This design comes from an exercise in tuning for small area and a short achievable clock period on the open sky130 flow, not from production work.
RTL that was checked went through simulation tests only; none was proved equivalent to the original.
For run 1, only the layout was checked, not whether the RTL still works.

## flow/design.v (module list and top-level ports; edited modules follow where they fit)
// module fir_fa: 10 lines
// module fir_add19: 7 lines
// module fir_pfx19: 46 lines
// module fir_ha: 9 lines
// module fir_hac: 9 lines
// module fir_lutn: 13 lines
// module fir_lutp: 13 lines
// module fir_aoi22: 9 lines
// module fir_parallel: 2109 lines
module fir_parallel (
  input [15:0] i_data,
  input [63:0] i_coeffs,
  input i_clock,
  output [37:0] o_data
);
  // ...
==> flow/flow/run.sh <==
#!/bin/bash
# Layout flow: the standard ORFS flow (standard.sh, unchanged synthesis),
# with these changes after synthesis:
#  - after floorplan, every combinational cell gets the smallest drive
#    strength of its family (flow/downsize.tcl);
#  - timing repair aims at a setup slack of SETUP_MARGIN ns instead of 0, so the
#    resizer speeds up the paths that set the achieved period;
#  - the port buffers are plain buf_1 cells instead of the delay cell that
#    buffer_ports picks by default (repair may upsize them).
# Each step's full output goes to its own log file in this folder.
set -euo pipefail
SETUP_MARGIN=9.2
HERE=$(pwd)
bash standard.sh synth > log_1_synth.txt 2>&1
bash standard.sh \
  "POST_FLOORPLAN_TCL=${HERE}/flow/downsize.tcl" \
  "SETUP_SLACK_MARGIN=${SETUP_MARGIN}" \
  "BUFFER_PORTS_ARGS=-buffer_cell sky130_fd_sc_hd__buf_1" \
  finish > log_2_layout.txt 2>&1
==> flow/flow/downsize.tcl <==
# Run after floorplan: give every combinational cell the smallest-area drive
# strength of its family (synthesis sizes each small module for speed against a
# default load); the later timing repair upsizes the cells on critical paths.
set block [ord::get_db_block]
set db [ord::get_db]
set swapped 0
foreach inst [$block getInsts] {
  set cur [$inst getMaster]
  set name [$cur getName]
  if {![regexp {^sky130_fd_sc_hd__([a-z0-9]+)_(\d+)$} $name -> fam sz]} { continue }
  if {[string match "df*" $fam] || [string match "*clk*" $fam] || [string match "*dly*" $fam]
      || $fam eq "conb" || [string match "tap*" $fam] || [string match "fill*" $fam]
      || [string match "decap*" $fam]} { continue }
  set best ""
  set barea 0
  foreach s {1 0 2 4} {
    set m [$db findMaster "sky130_fd_sc_hd__${fam}_$s"]
    if {$m eq "NULL" || $m eq ""} { continue }
    set a [expr {[$m getWidth] * [$m getHeight]}]
    if {$best eq "" || $a < $barea} {
      set best $m
      set barea $a
    }
  }
  if {$best ne "" && [$best getName] ne $name} {
    if {[$inst swapMaster $best]} { incr swapped }
  }
}
puts "downsize: swapped $swapped instances to their smallest drive strength"
==> flow/standard.sh <==
#!/bin/bash
# synth_recipe.tcl (not shown) runs the flow's synth.tcl, then flattens the netlist and writes it again
# the make line also repeats each setting of config.mk as NAME=value (left out here)
make -C /OpenROAD-flow-scripts/flow DESIGN_CONFIG=/design/flow/config.mk WORK_HOME=/design/flow/orfs CLKGATE_MAP_FILE= SYNTH_SCRIPT=/design/flow/synth_recipe.tcl "${@:-finish}"
==> flow/config.mk <==
export PLATFORM = sky130hd
export DESIGN_NAME = fir_parallel
export DESIGN_NICKNAME = fir_parallel
export VERILOG_FILES = /design/flow/design.v
export SDC_FILE = /design/flow/constraint.sdc
export NUM_CORES = 4
export LEC_CHECK = 0
export CAP_MARGIN = 20
export CORE_MARGIN = 2
export CORE_UTILIZATION = 40
export CTS_BUF_LIST = sky130_fd_sc_hd__clkbuf_16
export CTS_CLUSTER_DIAMETER = 100
export CTS_CLUSTER_SIZE = 30
export SLEW_MARGIN = 20
export SYNTH_HIERARCHICAL = 1
export SYNTH_MINIMUM_KEEP_SIZE = 0
==> flow/constraint.sdc <==
create_clock -name core_clock -period 14.0 [get_ports {i_clock}]
set_input_delay 2.8000 -clock core_clock [delete_from_list [all_inputs] [get_ports {i_clock}]]
set_output_delay 2.8000 -clock core_clock [all_outputs]
set_load 0.01 [all_outputs]
==> flow_summary.toml, run 1 <==
[logic_synthesis]
ys_ff_latch = 288
synth_seq_area_share_pct = 16.8
synth-compound-area-share_pct = 41.5
synth_common_cells = "576 x a22oi_2, 528 x fa_1, 456 x a21boi_2"
synth_top_family_by_area = "compound AO/OA/AOI/OAI gates"
synth_edf_count = 0

[final_layout]
drive_gt1_share_pct = 16.5
fin_util_pct = 40.8
fill_cells = 8191
seq_share_pct = 17.1
final_area_um2 = 34700
largest_cell_class = "multi-input combinational cells"

[critical_path]
worst_ep_arrival_time_ns = 5.39
critPathTopFamily = "adder cells"
cp_cell_sequence = "nor2b_2 > buf_6 > a22oi_1 > a21bo_1 > fa_1 > fa_1 > fa_2 > fa_1 > fa_1 > inv_2 > ha_4 > fa_1 > ha_2 > nand3b_1 > mux2_4 > xnor2_1"
path_common_cell = "fa_1"
critPathBufInv = 2
worstRegToRegCells = 16
slowest_delay_ns = 0.53

[timing]
finClkSkew_ns = 0.0362
max_freq_mhz = 204
post-route-period-util_pct = 35.0

[routing]
avgRoutedWirePerCell_um = 27.8
firstDrtPassIters = 10
routed.top_layer = "met5"
final_antenna_net_count = 0

[clock_tree]
cts_tree = "done"
cts_sinks = 288

[placement]
dpl.hpwl_um = 80500
place.port_buffers = 118

[die]
die_h_um = 297
start_util_pct = 40.3

[global_routing]
grt_pass1_vias = 25100
grt_use_met3_pct = 6.82

[outcome]
status = "finished clean"

[worst_hold_path]
hold_class = "register to register"
holdPathEnd = "s2[0]"
==> run 2: changes to the inputs <==
--- a/flow/design.v
+++ b/flow/design.v
@@ -1160,42 +1160,49 @@
   wire ts549, tc550;
   fir_fa u_ts549 (.a(p1_1_a[16]), .b(p1_1_b[16]), .c(tc542), .s(ts549), .co(tc550));
   wire ts551, tc552;
   fir_fa u_ts551 (.a(ts549), .b(tc544), .c(tc546), .s(ts551), .co(tc552));
   wire ts553, tc554;
   fir_ha u_ts553 (.a(p1_1_a[17]), .b(tc550), .s(ts553), .co(tc554));
   wire [18:0] t1_a = {~tc554, ~tc552, ~tc548, ~tc540, ~tc530, ~tc518, ~tc504, ~tc488, ~tc470, ~tc452, ~tc432, ~tc414, ~tc400, ~ts399, ~tc378, ~ts375, ~ts367, ~ts365, ~t1_0_g0_b0_q[0]};
   wire [18:0] t1_b = {1'b0, ~ts553, ~ts551, ~ts547, ~ts539, ~ts529, ~ts517, ~ts503, ~ts487, ~ts469, ~ts451, ~ts431, ~ts413, 1'b0, ~ts387, ~ts377, ~ts369, 1'b0, ~p1_1_a[0]};
-  reg [7:0] q1_0_s0, q1_0_s1;
+  reg [4:0] q1_0_s0, q1_0_s1;
   always @(posedge i_clock) begin
-    q1_0_s0 <= {1'b0, t1_a[6:0]} + {1'b0, t1_b[6:0]};
+    q1_0_s0 <= {1'b0, t1_a[3:0]} + {1'b0, t1_b[3:0]};
   end
   reg [4:0] q1_1_s0, q1_1_s1;
   always @(posedge i_clock) begin
-    q1_1_s0 <= {1'b0, t1_a[10:7]} + {1'b0, t1_b[10:7]};
-    q1_1_s1 <= {1'b0, t1_a[10:7]} + {1'b0, t1_b[10:7]} + 5'd1;
+    q1_1_s0 <= {1'b0, t1_a[7:4]} + {1'b0, t1_b[7:4]};
+    q1_1_s1 <= {1'b0, t1_a[7:4]} + {1'b0, t1_b[7:4]} + 5'd1;
   end
   reg [4:0] q1_2_s0, q1_2_s1;
   always @(posedge i_clock) begin
-    q1_2_s0 <= {1'b0, t1_a[14:11]} + {1'b0, t1_b[14:11]};
-    q1_2_s1 <= {1'b0, t1_a[14:11]} + {1'b0, t1_b[14:11]} + 5'd1;
+    q1_2_s0 <= {1'b0, t1_a[11:8]} + {1'b0, t1_b[11:8]};
+    q1_2_s1 <= {1'b0, t1_a[11:8]} + {1'b0, t1_b[11:8]} + 5'd1;
   end
   reg [4:0] q1_3_s0, q1_3_s1;
   always @(posedge i_clock) begin
-    q1_3_s0 <= {1'b0, t1_a[18:15]} + {1'b0, t1_b[18:15]};
-    q1_3_s1 <= {1'b0, t1_a[18:15]} + {1'b0, t1_b[18:15]} + 5'd1;
+    q1_3_s0 <= {1'b0, t1_a[15:12]} + {1'b0, t1_b[15:12]};
+    q1_3_s1 <= {1'b0, t1_a[15:12]} + {1'b0, t1_b[15:12]} + 5'd1;
   end
-  wire c1_1 = q1_0_s0[7];
+  reg [3:0] q1_4_s0, q1_4_s1;
+  always @(posedge i_clock) begin
+    q1_4_s0 <= {1'b0, t1_a[18:16]} + {1'b0, t1_b[18:16]};
+    q1_4_s1 <= {1'b0, t1_a[18:16]} + {1'b0, t1_b[18:16]} + 4'd1;
+  end
+  wire c1_1 = q1_0_s0[4];
   wire c1_2 = q1_1_s0[4] | (q1_1_s1[4] & c1_1);
   wire c1_3 = q1_2_s0[4] | (q1_2_s1[4] & c1_2);
-  assign o_data[25:19] = q1_0_s0[6:0];
-  assign o_data[29:26] = c1_1 ? q1_1_s1[3:0] : q1_1_s0[3:0];
-  assign o_data[33:30] = c1_2 ? q1_2_s1[3:0] : q1_2_s0[3:0];
-  assign o_data[37:34] = c1_3 ? q1_3_s1[3:0] : q1_3_s0[3:0];
+  wire c1_4 = q1_3_s0[4] | (q1_3_s1[4] & c1_3);
+  assign o_data[22:19] = q1_0_s0[3:0];
+  assign o_data[26:23] = c1_1 ? q1_1_s1[3:0] : q1_1_s0[3:0];
+  assign o_data[30:27] = c1_2 ? q1_2_s1[3:0] : q1_2_s0[3:0];
+  assign o_data[34:31] = c1_3 ? q1_3_s1[3:0] : q1_3_s0[3:0];
+  assign o_data[37:35] = c1_4 ? q1_4_s1[2:0] : q1_4_s0[2:0];
   wire dt0_0_s1_s2_0_1 = s1[0] & ~s2[0];
   wire dt0_0_s1_s2_0_2 = ~s1[0] & s2[0];
   wire dt0_0_s1_s2_0_3 = s1[0] & s2[0];
   wire [8:0] t0_0_g0_b0_q;
   fir_lutn u_t0_0_g0_b0_0 (.s1(dt0_0_s1_s2_0_1), .s2(dt0_0_s1_s2_0_2), .s3(dt0_0_s1_s2_0_3), .a(cr7[0]), .b(cr6[0]), .ab(cs0[0]), .y(t0_0_g0_b0_q[0]));
   fir_lutn u_t0_0_g0_b0_1 (.s1(dt0_0_s1_s2_0_1), .s2(dt0_0_s1_s2_0_2), .s3(dt0_0_s1_s2_0_3), .a(cr7[1]), .b(cr6[1]), .ab(cs0[1]), .y(t0_0_g0_b0_q[1]));
   fir_lutn u_t0_0_g0_b0_2 (.s1(dt0_0_s1_s2_0_1), .s2(dt0_0_s1_s2_0_2), .s3(dt0_0_s1_s2_0_3), .a(cr7[2]), .b(cr6[2]), .ab(cs0[2]), .y(t0_0_g0_b0_q[2]));
   fir_lutn u_t0_0_g0_b0_3 (.s1(dt0_0_s1_s2_0_1), .s2(dt0_0_s1_s2_0_2), .s3(dt0_0_s1_s2_0_3), .a(cr7[3]), .b(cr6[3]), .ab(cs0[3]), .y(t0_0_g0_b0_q[3]));
@@ -2191,35 +2198,42 @@
   wire ts1103, tc1104;
   fir_fa u_ts1103 (.a(p0_1_a[16]), .b(p0_1_b[16]), .c(tc1096), .s(ts1103), .co(tc1104));
   wire ts1105, tc1106;
   fir_fa u_ts1105 (.a(ts1103), .b(tc1098), .c(tc1100), .s(ts1105), .co(tc1106));
   wire ts1107, tc1108;
   fir_ha u_ts1107 (.a(p0_1_a[17]), .b(tc1104), .s(ts1107), .co(tc1108));
   wire [18:0] t0_a = {~tc1108, ~tc1106, ~tc1102, ~tc1094, ~tc1084, ~tc1072, ~tc1058, ~tc1042, ~tc1024, ~tc1006, ~tc986, ~tc968, ~tc954, ~ts953, ~tc932, ~ts929, ~ts921, ~ts919, ~t0_0_g0_b0_q[0]};
   wire [18:0] t0_b = {1'b0, ~ts1107, ~ts1105, ~ts1101, ~ts1093, ~ts1083, ~ts1071, ~ts1057, ~ts1041, ~ts1023, ~ts1005, ~ts985, ~ts967, 1'b0, ~ts941, ~ts931, ~ts923, 1'b0, ~p0_1_a[0]};
-  reg [7:0] q0_0_s0, q0_0_s1;
+  reg [4:0] q0_0_s0, q0_0_s1;
   always @(posedge i_clock) begin
-    q0_0_s0 <= {1'b0, t0_a[6:0]} + {1'b0, t0_b[6:0]};
+    q0_0_s0 <= {1'b0, t0_a[3:0]} + {1'b0, t0_b[3:0]};
   end
   reg [4:0] q0_1_s0, q0_1_s1;
   always @(posedge i_clock) begin
-    q0_1_s0 <= {1'b0, t0_a[10:7]} + {1'b0, t0_b[10:7]};
-    q0_1_s1 <= {1'b0, t0_a[10:7]} + {1'b0, t0_b[10:7]} + 5'd1;
+    q0_1_s0 <= {1'b0, t0_a[7:4]} + {1'b0, t0_b[7:4]};
+    q0_1_s1 <= {1'b0, t0_a[7:4]} + {1'b0, t0_b[7:4]} + 5'd1;
   end
   reg [4:0] q0_2_s0, q0_2_s1;
   always @(posedge i_clock) begin
-    q0_2_s0 <= {1'b0, t0_a[14:11]} + {1'b0, t0_b[14:11]};
-    q0_2_s1 <= {1'b0, t0_a[14:11]} + {1'b0, t0_b[14:11]} + 5'd1;
+    q0_2_s0 <= {1'b0, t0_a[11:8]} + {1'b0, t0_b[11:8]};
+    q0_2_s1 <= {1'b0, t0_a[11:8]} + {1'b0, t0_b[11:8]} + 5'd1;
   end
   reg [4:0] q0_3_s0, q0_3_s1;
   always @(posedge i_clock) begin
-    q0_3_s0 <= {1'b0, t0_a[18:15]} + {1'b0, t0_b[18:15]};
-    q0_3_s1 <= {1'b0, t0_a[18:15]} + {1'b0, t0_b[18:15]} + 5'd1;
+    q0_3_s0 <= {1'b0, t0_a[15:12]} + {1'b0, t0_b[15:12]};
+    q0_3_s1 <= {1'b0, t0_a[15:12]} + {1'b0, t0_b[15:12]} + 5'd1;
+  end
+  reg [3:0] q0_4_s0, q0_4_s1;
+  always @(posedge i_clock) begin
+    q0_4_s0 <= {1'b0, t0_a[18:16]} + {1'b0, t0_b[18:16]};
+    q0_4_s1 <= {1'b0, t0_a[18:16]} + {1'b0, t0_b[18:16]} + 4'd1;
   end
-  wire c0_1 = q0_0_s0[7];
+  wire c0_1 = q0_0_s0[4];
   wire c0_2 = q0_1_s0[4] | (q0_1_s1[4] & c0_1);
   wire c0_3 = q0_2_s0[4] | (q0_2_s1[4] & c0_2);
-  assign o_data[6:0] = q0_0_s0[6:0];
-  assign o_data[10:7] = c0_1 ? q0_1_s1[3:0] : q0_1_s0[3:0];
-  assign o_data[14:11] = c0_2 ? q0_2_s1[3:0] : q0_2_s0[3:0];
-  assign o_data[18:15] = c0_3 ? q0_3_s1[3:0] : q0_3_s0[3:0];
+  wire c0_4 = q0_3_s0[4] | (q0_3_s1[4] & c0_3);
+  assign o_data[3:0] = q0_0_s0[3:0];
+  assign o_data[7:4] = c0_1 ? q0_1_s1[3:0] : q0_1_s0[3:0];
+  assign o_data[11:8] = c0_2 ? q0_2_s1[3:0] : q0_2_s0[3:0];
+  assign o_data[15:12] = c0_3 ? q0_3_s1[3:0] : q0_3_s0[3:0];
+  assign o_data[18:16] = c0_4 ? q0_4_s1[2:0] : q0_4_s0[2:0];
 endmodule
==> run 2 against run 1 <==
  * Clock skew shrank 0.0022 ns
  * Via count down 0.26%
  * Still clean on timing, DRC and antenna
  * Largest cell class unchanged
  * Count of clock-buffer cells in the layout did not move
  * Setup slack improved by 0.035 ns
  * Die area increased by 0.27%
==> flow_summary.toml, run 2 <==
[outcome]
status = "finished clean"

[run]
cap_violations = 0

[final_layout]
final_cell_mix = "578 x a22oi_1, 511 x fa_1, 454 x a21boi_1, 219 x dfxtp_1, 121 x buf_4"
final_nets = 3584
multi_input_area_um2 = 24000
fill_cells = 8257
drive_gt1_share_pct = 14.0
area_growth_pct = 0.149
final_area_um2 = 34400
final_common_cell = "a22oi_1"
fin_util_pct = 40.4
largestRegisters = "p0_1_a (18), p1_1_a (18)"
antenna_cells = 0
final-seq-area_um2 = 6110
instances_no_fill = 4024

[logic_synthesis]
ys_types = 35
synth_top_area_cell = "fa_1"
synth_top_area_share_pct = 30.8
ys.flop_type = "dfxtp_1"
syn_area_um2 = 34300
synth_cells = 2556
syn_avg_cell_area_um2 = 13.4
synth_area_leaders = "fa_1 31%, a22oi_2 21%, dfxtp_1 17%"
synth_async_sr_flop_share_pct = 0
synth_edf_count = 0
synth_seq_area_share_pct = 17.4
ys_ff_latch = 298
synthMostInstantiatedCell = "a22oi_2"
yosys_warnings = 7
synth_common_cells = "576 x a22oi_2, 528 x fa_1, 456 x a21boi_2"

[placement]
pre_cts_slack_ns = 8.62
dpl.hpwl_um = 80300
dpl_cell_area_um2 = 32100
place.port_buffers = 118
place_congestion = 0.924
place_inst = 3892

[clock_tree]
cts_sinks = 298
clk_pin_slew_ns = 0.10
root_buffer = "clkbuf_16"
clockBufferDepth = 3
cts_tree = "done"
clkLatencyLatePin_ns = 0.61
numCtsBuffers = 21
htreeDepth = 1

[die]
num_io_pins = 119
dieWidth_um = 297
start_util_pct = 40.3
coreArea_um2 = 85100
dieArea_um2 = 88200
die_h_um = 297
rows = 107

[timing]
period_minus_slack_ns = 4.87
fin_ws_ns = 9.13
relSlewSlack_pct = 31.4
final_max_slew_viol_count = 0
hold_viol = 0
rsz0062_at_grt = "yes"
tns_ns = 0
worst_pin_slew_ns = 1.03
worst_hold_slack_ns = 0.377
max_freq_mhz = 205
setup_viol_count_final = 0
finClkSkew_ns = 0.0340
post-route-period-util_pct = 34.8

[critical_path]
cp-end-kind = "output pin"
worstRegToRegCells = 10
crit_required_ns = 11.20
crit_end = "o_data[16]"
r2r_start = "s4[1]"
cp_cell_sequence = "a21o_4 > a21oi_4 > inv_2 > a21oi_4 > mux2_4 > buf_6"
worst_ep_arrival_time_ns = 2.07
crit_cells = 6
r2r-end = "p1_1_b[11]"
critPathTopFamily = "compound AO/OA/AOI/OAI gates"
r2r_slack_ns = 9.20
cp-startpoint = "q0_0_s0[4]"
cp-start-kind = "register"
critPathBufInv = 2
crit_type = "register to output pin"
cp_max_fo = 3
slowest_delay_ns = 0.36
slowest_stage = "dfxtp_4"
path_common_cell = "a21oi_4"

[routing]
avgRoutedWirePerCell_um = 27.9
firstDrtPassIters = 6
vias = 24500
first_iter_violations = 3269
routed_wl_um = 112000
final_antenna_net_count = 0
via_per_inst = 6.08
drc = 0

[worst_hold_path]
hold_class = "register to register"

[global_routing]
grt_max_degree = 34
grt_first_pass_wirelength_um = 166000
antenna_found_initial = 4
overflow = 0
grt.total_usage_pct = 24.6
grt_pass1_vias = 24700
-- run 2: cell types whose count changed in the layout (fill, tap and decap cells not counted), moves of 10 or more --
cell	previous run	this run
fa_1	482	511
fa_2	46	17
buf_4	145	121
nand2_1	9	30
a21boi_1	435	454
a21boi_2	19	3
dfxtp_1	208	219
nor2b_1	31	41
-- run 2: repair_timing --
item	CTS	global route
gates cloned	0	7
hold buffers	0	0
gates resized for setup	128	178
setup endpoints to repair	69	52
pin swaps	6	8
setup buffers	11	76
-- run 2: how the worst min path moves through the flow --
stage | slack (ns) | endpoint | startpoint | cells past startpoint
global route | 0.38 | s2[1] | s0[1] | 0
global placement | 0.36 | s2[0] | s0[0] | 0
detailed placement | 0.37 | s2[0] | s0[0] | 0
CTS | 0.38 | s2[3] | s0[3] | 0
floorplan | 0.36 | s2[7] | s0[7] | 0
finish | 0.38 | s2[3] | s0[3] | 0
-- run 2: cell families after synthesis --
kind of cell / synth area share, %
flip-flops: 17.4
AO/OA/AOI/OAI: 40.9
AND/OR/NAND/NOR: 3.60
multiplexers: 0.721
XOR/XNOR: 1.58
adder cells (fa/ha/maj): 34.8
other: 0.0109
buffers and inverters: 1.02
-- run 2: cell type report --
| type | count | share of cell area [%] |
|---|---|---|
| Tap cell | 1144 | 4.16 |
| Sequential cell | 298 | 17.8 |
| Inverter | 93 | 1.01 |
| Clock buffer | 21 | 1.53 |
| Clock inverter | 17 | 0.651 |
| Multi-Input combinational cell | 2176 | 69.7 |
| Timing Repair Buffer | 275 | 5.21 |
-- run 2: Yosys stat by module (local to each module, per instance) --
| module | flops+latches | cell area, um2 | cells |
|---|---|---|---|
| fir_fa | 0 | 20.0 | 1 |
| fir_parallel | 298 | 9980 | 850 |
| fir_ha | 0 | 12.5 | 1 |
| fir_aoi22 | 0 | 12.5 | 1 |
| fir_lutp | 0 | 10.0 | 1 |
| fir_lutn | 0 | 11.3 | 1 |
-- run 2: metal layers --
| metal | global-route usage, % | vias to the layer above | wire length (um) |
|---|---|---|---|
| li1 | - | 10200 | - |
| met1 | 33.2 | 12400 | 45600 |
| met2 | 39.2 | 1642 | 50700 |
| met3 | 6.03 | 253 | 12500 |
| met4 | 6.75 | 6 | 3430 |
| met5 | 0 | - | 61 |

-- separate check: timing with driven ports --
Ports are ideal in the flow. The routed layouts listed here were re-timed in OpenROAD. Step 1 (the two cells are an assumption about what drives the block):
set clk [get_ports {i_clock}]
set_driving_cell -lib_cell sky130_fd_sc_hd__clkbuf_16 $clk
set_driving_cell -lib_cell sky130_fd_sc_hd__buf_2 [delete_from_list [all_inputs] $clk]
Step 2 moves the port delays by t, midway between the first and last clock arrival at a register: inputs arrive t later, outputs are due t later. That takes back most of the time a late clock gives input paths. Three values: ideal ports, drivers, drivers and shift; two values: the first two.
run	t, ns	slack for setup (ns)	worst setup path after step 2	worst data-port slew with drivers (ns)	pins driven straight from the clock port
run 1	0.649	9.098 / 9.098 / 9.098	register to register	0.07	1
run 2	0.663	9.133 / 9.063 / 9.197	register to register	0.06	1
After both steps every run listed still meets setup and hold.
